Source: an optimization exercise on an open RTL-to-GDS flow (aim: small area, a short achievable clock period and few clock cycles). Production flows keep margins and buffers that such runs may drop.
In this exercise RTL edits were held to simulation tests only and were not proved equivalent to the original.
Power figures rest on the tool's default switching activity, not on a simulated workload.

## sap1
module sap1(
    input        clk,
    input        clr,
    input        prog_we,
    input  [3:0] prog_addr,
    input  [7:0] prog_data,
    output [7:0] OUT,
    output       out_valid,
    output       halted,
    output [7:0] ACC
    );
    reg  [7:0] f_ir;      
    reg        e_alu, e_lda, e_sub, e_out, e_hlt;   
    reg  [7:0] opnd;      
    reg  [7:0] a_reg;
    reg        hlt_r;
    reg        ov_r;
    wire [3:0] pc;
    wire [7:0] inst_data;
    wire [7:0] opnd_data;
    wire [7:0] mem0;
    wire       lda, add, sub, out, hlt;
    ram ram (
        .clk(clk),
        .we(prog_we),
        .wa(prog_addr),
        .wd(prog_data),
        .ia(pc),
        .id(inst_data),
        .oa(f_ir[3:0]),
        .od(opnd_data),
        .d0(mem0)
    );
    controller controller (
        .op(f_ir[7:4]),
        .lda(lda),
        .add(add),
        .sub(sub),
        .out(out),
        .hlt(hlt)
    );
    wire run = !hlt_r;
    pcounter program_counter (
        .clk(clk),
        .clr(load0),
        .cp(run),
        .pc(pc)
    );
    reg stale0;
    always @(posedge clk)
        stale0 <= clr && prog_we && (prog_addr == 4'd0);
    wire load0 = clr || stale0;
    always @(posedge clk)
        if (load0)
            f_ir <= mem0;
        else
            f_ir <= inst_data;
    always @(posedge clk)
        begin
            e_alu <= !load0 && (lda || add || sub);
            e_lda <= lda;
            e_sub <= sub;
            e_out <= !load0 && out;
            e_hlt <= !load0 && hlt;
            opnd  <= sub ? ~opnd_data : opnd_data;
        end
    wire [7:0] a_sum = e_lda ? opnd : a_reg + opnd + {7'd0, e_sub};
  ...
export LEC_CHECK = 0
export CAP_MARGIN = 20
export CORE_MARGIN = 2
export CORE_UTILIZATION = 60
export CTS_BUF_LIST = sky130_fd_sc_hd__clkbuf_8
export CTS_CLUSTER_SIZE = 40
export SETUP_SLACK_MARGIN = 2.0
export SLEW_MARGIN = 20
export SYNTH_HIERARCHICAL = 1
create_clock -name core_clock -period 4.0 [get_ports {clk}]
standard.sh (not shown) runs the stock make flow with config.mk's settings and CLKGATE_MAP_FILE= SYNTH_SCRIPT=/design/flow/synth_recipe.tcl, a recipe that flattens the netlist after the stock synthesis.
==> flow/flow/run.sh <==
#!/bin/bash
# Standard layout, with the port buffers made of plain buffers and cell
# sizing free to change a cell's footprint.
set -euo pipefail
bash standard.sh MATCH_CELL_FOOTPRINT=0 \
    "BUFFER_PORTS_ARGS=-buffer_cell sky130_fd_sc_hd__buf_2" \
    finish > standard.log 2>&1
The baseline went through all stages and came out clean.
Testbench counts at the start, summed over its fixed seeds: cycles 7,923.
Next try:
==> flow/flow/run.sh (replaced) <==
#!/bin/bash
# Standard layout, with the port buffers made of plain buffers, cell sizing
# free to change a cell's footprint, and clock tree synthesis without dummy
# loads.
set -euo pipefail
bash standard.sh MATCH_CELL_FOOTPRINT=0 \
    "BUFFER_PORTS_ARGS=-buffer_cell sky130_fd_sc_hd__buf_2" \
    "CTS_ARGS=-sink_clustering_enable -repair_clock_nets -sink_clustering_size 40 -buf_list sky130_fd_sc_hd__clkbuf_8 -dont_use_dummy_load" \
    finish > standard.log 2>&1
SYNTH_HIERARCHICAL = unset   (was 1)
Effect: The new run completed with no timing, DRC or antenna violations; via count fell by 4.4%; die area fell by 1.3%; non-clock buffer count rose by 10; flip-flop and latch count stays the same; final cell count fell by 2.4%.

---

## north
sap1, a different RTL version from the one above (not shown whole).
For scale: about 33 I/O pins, roughly 0.0077 mm^2 of cells after synthesis.
export LEC_CHECK = 0
export CAP_MARGIN = 20
export CORE_MARGIN = 2
export CORE_UTILIZATION = 60
export CTS_BUF_LIST = sky130_fd_sc_hd__clkbuf_8
export CTS_CLUSTER_SIZE = 40
export SETUP_SLACK_MARGIN = 1.7
export SLEW_MARGIN = 20
create_clock -name core_clock -period 4.0 [get_ports {clk}]
==> flow/flow/run.sh <==
#!/bin/bash
# Standard layout, with the port buffers made of plain buffers and cell
# sizing free to change a cell's footprint.
set -euo pipefail
bash standard.sh MATCH_CELL_FOOTPRINT=0 \
    "BUFFER_PORTS_ARGS=-buffer_cell sky130_fd_sc_hd__buf_2" \
    finish > standard.log 2>&1
north went all the way through synthesis, placement and routing and the layout is clean on timing, DRC and antenna.
Testbench counts of north, summed over its fixed seeds: cycles 7,923.
For south, these inputs were changed with respect to north:
Settings: a change of SETUP_SLACK_MARGIN from 1.7 to 2.0; a change of CORE_UTILIZATION from 60 to 75.
Results
Comparing fraction of power consumed by combinational cells for south and north, the bigger number came from south. Going from north to south, number of cells on the worst reg-to-reg path increased 4; clock latency of the later-clocked register in the worst-skew pair about even; power density of the placed cells has increased. Sequential share of layout area for south is lower than for north. Summary of south over north: final cell utilization of the core has increased, design area moved up.
Modified inputs, east compared to south
Settings: CORE_UTILIZATION: 75 -> 60.
==> flow/run.sh (new file) <==
#!/bin/bash
# synth_recipe.tcl (not shown) runs the flow's synth.tcl, then flattens the netlist and writes it again
# the make line also repeats each setting of config.mk as NAME=value (left out here)
make -C /OpenROAD-flow-scripts/flow DESIGN_CONFIG=/design/flow/config.mk WORK_HOME=/design/flow/orfs CLKGATE_MAP_FILE= SYNTH_SCRIPT=/design/flow/synth_recipe.tcl finish
removed: flow/flow/run.sh
removed: flow/standard.sh
[summary]
- Looking at placed wire-length estimate after detailed placement across both flows, east is the weaker of the two, with south ahead.
- When the final numbers for south and east were put side by side, the count of clock-buffer cells in the layout turned out to be greater in east.
- Starting utilization of the core area ended up 15 points lower on east than on south.
- Minimum clock period deteriorates in east relative to south.
- Looking at global-route usage, east sits 6.7 points lower than south does.
- ~same routability congestion estimate from global placement in south and east
- Re count of input and output buffers: no difference whatsoever between south and east.
- east: final non-filler cell total about 7% above south
Input changes introduced in west (baseline for comparison: east):
Settings: swapping 2.0 for 2.3 in SETUP_SLACK_MARGIN.
==> flow/flow/run.sh (new file) <==
#!/bin/bash
# Standard layout, with the port buffers made of plain buffers and cell
# sizing free to change a cell's footprint.
set -euo pipefail
bash standard.sh MATCH_CELL_FOOTPRINT=0 \
    "BUFFER_PORTS_ARGS=-buffer_cell sky130_fd_sc_hd__buf_2" \
    finish > standard.log 2>&1
==> flow/standard.sh (new file) <==
#!/bin/bash
# synth_recipe.tcl (not shown) runs the flow's synth.tcl, then flattens the netlist and writes it again
# the make line also repeats each setting of config.mk as NAME=value (left out here)
make -C /OpenROAD-flow-scripts/flow DESIGN_CONFIG=/design/flow/config.mk WORK_HOME=/design/flow/orfs CLKGATE_MAP_FILE= SYNTH_SCRIPT=/design/flow/synth_recipe.tcl "${@:-finish}"
removed: flow/run.sh
--- outcome ---
- Looking at the reports, west completed the entire flow and the layout it produced met the timing, DRC and antenna checks.
- The number of vias after detailed routing of west exceeds that of east by about 5.5%.
- west vs. east: slew at the pin closest to its max-slew limit went down 0.044 ns; number of global-route vias before repair went up about 6%.
- In the metrics for east and west, the one carrying the higher worst hold path stage count is west.
- In the tables for east and west, final design area excluding fillers reads higher with west.
- Worst setup slack: west > east

---

RTL: one of the versions met above, not the one the previous note started from.
For scale: about 460 cells after synthesis, about 160 flip-flops, roughly 33 I/O pins.
## sap1
module sap1(
    input        clk,
    input        clr,
    input        prog_we,
    input  [3:0] prog_addr,
    input  [7:0] prog_data,
    output [7:0] OUT,
    output       out_valid,
    output       halted,
    output [7:0] ACC
    );
    reg  [7:0] f_ir;      
    reg        e_alu, e_lda, e_sub, e_out, e_hlt;   
    reg  [7:0] opnd;      
    reg  [7:0] a_reg;
    reg        hlt_r;
    reg        ov_r;
    wire [3:0] pc;
    wire [7:0] inst_data;
    wire [7:0] opnd_data;
    wire [7:0] mem0;
    wire       lda, add, sub, out, hlt;
    ram ram (
        .clk(clk),
        .we(prog_we),
        .wa(prog_addr),
        .wd(prog_data),
        .ia(pc),
        .id(inst_data),
        .oa(f_ir[3:0]),
        .od(opnd_data),
        .d0(mem0)
    );
    controller controller (
        .op(f_ir[7:4]),
        .lda(lda),
        .add(add),
        .sub(sub),
        .out(out),
        .hlt(hlt)
    );
    wire run = !hlt_r;
    pcounter program_counter (
        .clk(clk),
        .clr(load0),
        .cp(run),
        .pc(pc)
    );
    reg stale0;
    always @(posedge clk)
        stale0 <= clr && prog_we && (prog_addr == 4'd0);
    wire load0 = clr || stale0;
    always @(posedge clk)
        if (load0)
  ...
Settings: LEC_CHECK=0, CAP_MARGIN=20, CORE_MARGIN=2, CORE_UTILIZATION=60, CTS_BUF_LIST=sky130_fd_sc_hd__clkbuf_8, CTS_CLUSTER_SIZE=40, SETUP_SLACK_MARGIN=2.1, SLEW_MARGIN=20; clock period 4.0 ns.
==> flow/flow/run.sh <==
#!/bin/bash
# Standard layout, with the port buffers made of plain buffers, cell sizing
# free to change a cell's footprint, and clock tree synthesis without dummy
# loads.
set -euo pipefail
bash standard.sh MATCH_CELL_FOOTPRINT=0 \
    "BUFFER_PORTS_ARGS=-buffer_cell sky130_fd_sc_hd__buf_2" \
    "CTS_ARGS=-sink_clustering_enable -repair_clock_nets -sink_clustering_size 40 -buf_list sky130_fd_sc_hd__clkbuf_8 -dont_use_dummy_load" \
    REMOVE_ABC_BUFFERS=1 \
    finish > standard.log 2>&1
The baseline ran to the end with no violations.
Testbench counts at the start, summed over its fixed seeds: cycles 7,923.
Next try:
Settings changed: PLACE_DENSITY set to 0.7, SETUP_SLACK_MARGIN 2.1 to 2.0.
=> Clock power grows by about 1%; synthesized area is unchanged; total power fell by 0.82%; worst setup slack gains 0.034 ns; combinational power falls by 9.1%; sequential power hardly moves; global-route usage decreases by 0.27 points; core utilization fell by 0.91 points; first-iteration DRC count falls by 18%; final cell count fell by about 0.3%; clock skew climbs by 0.0063 ns.
Next try:
--- a/flow/flow/run.sh
+++ b/flow/flow/run.sh
@@ -9 +9 @@
-    REMOVE_ABC_BUFFERS=1 \
+    SKIP_GATE_CLONING=1 \
Settings changed: PLACE_DENSITY 0.7 to unset.
Outcome:
- clock power decreases by about 2%
- setup slack is worse by 0.061 ns
- worst hold slack is better by 0.014 ns
- total power goes up by 2.1%
- synthesized cell count is unchanged

---

== job 8681 ==
Starting RTL as in the previous note.
Settings: LEC_CHECK=0, CAP_MARGIN=20, CORE_MARGIN=2, CORE_UTILIZATION=60, CTS_BUF_LIST=sky130_fd_sc_hd__clkbuf_8, CTS_CLUSTER_SIZE=40, SETUP_SLACK_MARGIN=2.0, SLEW_MARGIN=20; clock period 4.0 ns.
==> flow/flow/run.sh <==
#!/bin/bash
# Standard layout, with the port buffers made of plain buffers, cell sizing
# free to change a cell's footprint, and clock tree synthesis without dummy
# loads.
set -euo pipefail
bash standard.sh MATCH_CELL_FOOTPRINT=0 \
    "BUFFER_PORTS_ARGS=-buffer_cell sky130_fd_sc_hd__buf_2" \
    "CTS_ARGS=-sink_clustering_enable -repair_clock_nets -sink_clustering_size 40 -buf_list sky130_fd_sc_hd__clkbuf_8 -dont_use_dummy_load" \
    REMOVE_ABC_BUFFERS=1 \
    finish > standard.log 2>&1
Testbench counts of job 8681, summed over its fixed seeds: cycles 7,923.
Changes in job 554 relative to job 8681:
==> flow/flow/run.sh <==
#!/bin/bash
# Standard layout, with the port buffers made of plain buffers and cell
# sizing free to change a cell's footprint.
set -euo pipefail
bash standard.sh MATCH_CELL_FOOTPRINT=0 \
    "BUFFER_PORTS_ARGS=-buffer_cell sky130_fd_sc_hd__buf_2" \
    finish > standard.log 2>&1
## What came out
Diff job 554..job 8681 | number of multi-input combinational cells in the layout | unchanged. Any difference in number of gates on the worst path with buffers counted between job 8681 and job 554 is small enough to ignore. When job 554 is measured against job 8681, its share of power burned in combinational logic turns out 1.5 points lower. Number of global-route vias before repair is higher on job 8681.
Here is what was changed in the inputs of job 601 compared with job 554.
- a change of SETUP_SLACK_MARGIN from 2.0 to 2.1
==> run summary <==
- Job 601 ended up with a higher share of the cycle needed by the critical path after routing than job 554 did.
- Power consumption: job 601 higher than job 554
- Job 601 — number of cell instances on the worst register-to-register path 1 lower, job 554 as reference
- Clock-buffer cell count (job 601 over job 554): decrease, 3
Changes in job 573 relative to job 601:
- CORE_UTILIZATION changed from 60 to 50
- SETUP_SLACK_MARGIN changed from 2.1 to 2.0
--- a/flow/flow/run.sh
+++ b/flow/flow/run.sh
@@ -2,2 +2,3 @@
-# Standard layout, with the port buffers made of plain buffers and cell
-# sizing free to change a cell's footprint.
+# Standard layout, with the port buffers made of plain buffers, cell sizing
+# free to change a cell's footprint, and clock tree synthesis without dummy
+# loads.
@@ -6,0 +8,2 @@
+    "CTS_ARGS=-sink_clustering_enable -repair_clock_nets -sink_clustering_size 40 -buf_list sky130_fd_sc_hd__clkbuf_8 -dont_use_dummy_load" \
+    REMOVE_ABC_BUFFERS=1 \
Diff job 573..job 601 | number of flip-flops and latches | negligible
Job 573 ended up with a lower layout overhead on the synthesized area than job 601 did.
Total of cells resized after clock tree synthesis: job 573 lower than job 601
Compared with job 601, job 573 shows a higher number of cell instances on the worst register-to-register path.
Utilization on job 573 is down relative to job 601.
Comparing job 601 and job 573, slack of the critical path is higher on job 573.
Relative to job 601, global-route usage has decreased by 5.2 points in job 573.
In the flow results for job 601 and job 573, the minimum clock period is smaller on job 573.
Per the comparison of job 573 with job 601, full die area went up by about 20%, worst slew slack as a fraction of its limit shows a reduction of 5.5 points, die width rose by 11 um.

-- static timing again, ports no longer ideal --
Ports are ideal in the flow. The routed layouts listed here were re-timed in OpenROAD. Step 1, drivers: a clkbuf_16 drives clk and a buf_2 each remaining input, both assumed. Step 2 moves the port delays by t, midway between the first and last clock arrival at a register: inputs arrive t later, outputs are due t later. That takes back most of the time a late clock gives input paths. Slacks: no drivers / after step 1 / after step 2; pairs: no drivers / after step 1.
run	shift t [ns]	setup WS [ns]	worst hold slack (ns)
the first run of note 1	0.486	1.949 / 1.964 / 1.477	0.475 / 0.475 / 0.475
the second run of note 1	0.472	2.010 / 2.010 / 1.615	0.468 / 0.468 / 0.468
north	0.491	1.835 / 1.835 / 1.453	0.493 / 0.493 / 0.493
south	0.476	1.913 / 1.928 / 1.452	0.493 / 0.493 / 0.493
east	0.485	1.871 / 1.883 / 1.397	0.501 / 0.501 / 0.501
west	0.486	2.047 / 2.047 / 1.766	0.488 / 0.488 / 0.488
the first run of note 3	0.478	2.004 / 2.004 / 1.652	0.469 / 0.469 / 0.469
the second run of note 3	0.495	2.038 / 2.054 / 1.561	0.454 / 0.454 / 0.454
the third run of note 3	0.477	1.978 / 1.978 / 1.594	0.468 / 0.468 / 0.468
job 8681	0.480	2.009 / 2.009 / 1.573	0.469 / 0.469 / 0.469
job 554	0.483	2.008 / 2.008 / 1.611	0.475 / 0.475 / 0.475
job 601	0.485	1.995 / 1.995 / 1.707	0.453 / 0.453 / 0.453
job 573	0.480	2.007 / 2.007 / 1.554	0.460 / 0.460 / 0.460
After both steps every run listed still meets setup and hold. For the second run of note 3, which loses most, drivers alone change the setup slack by +0.016 ns; drivers and shift together by -0.477 ns.
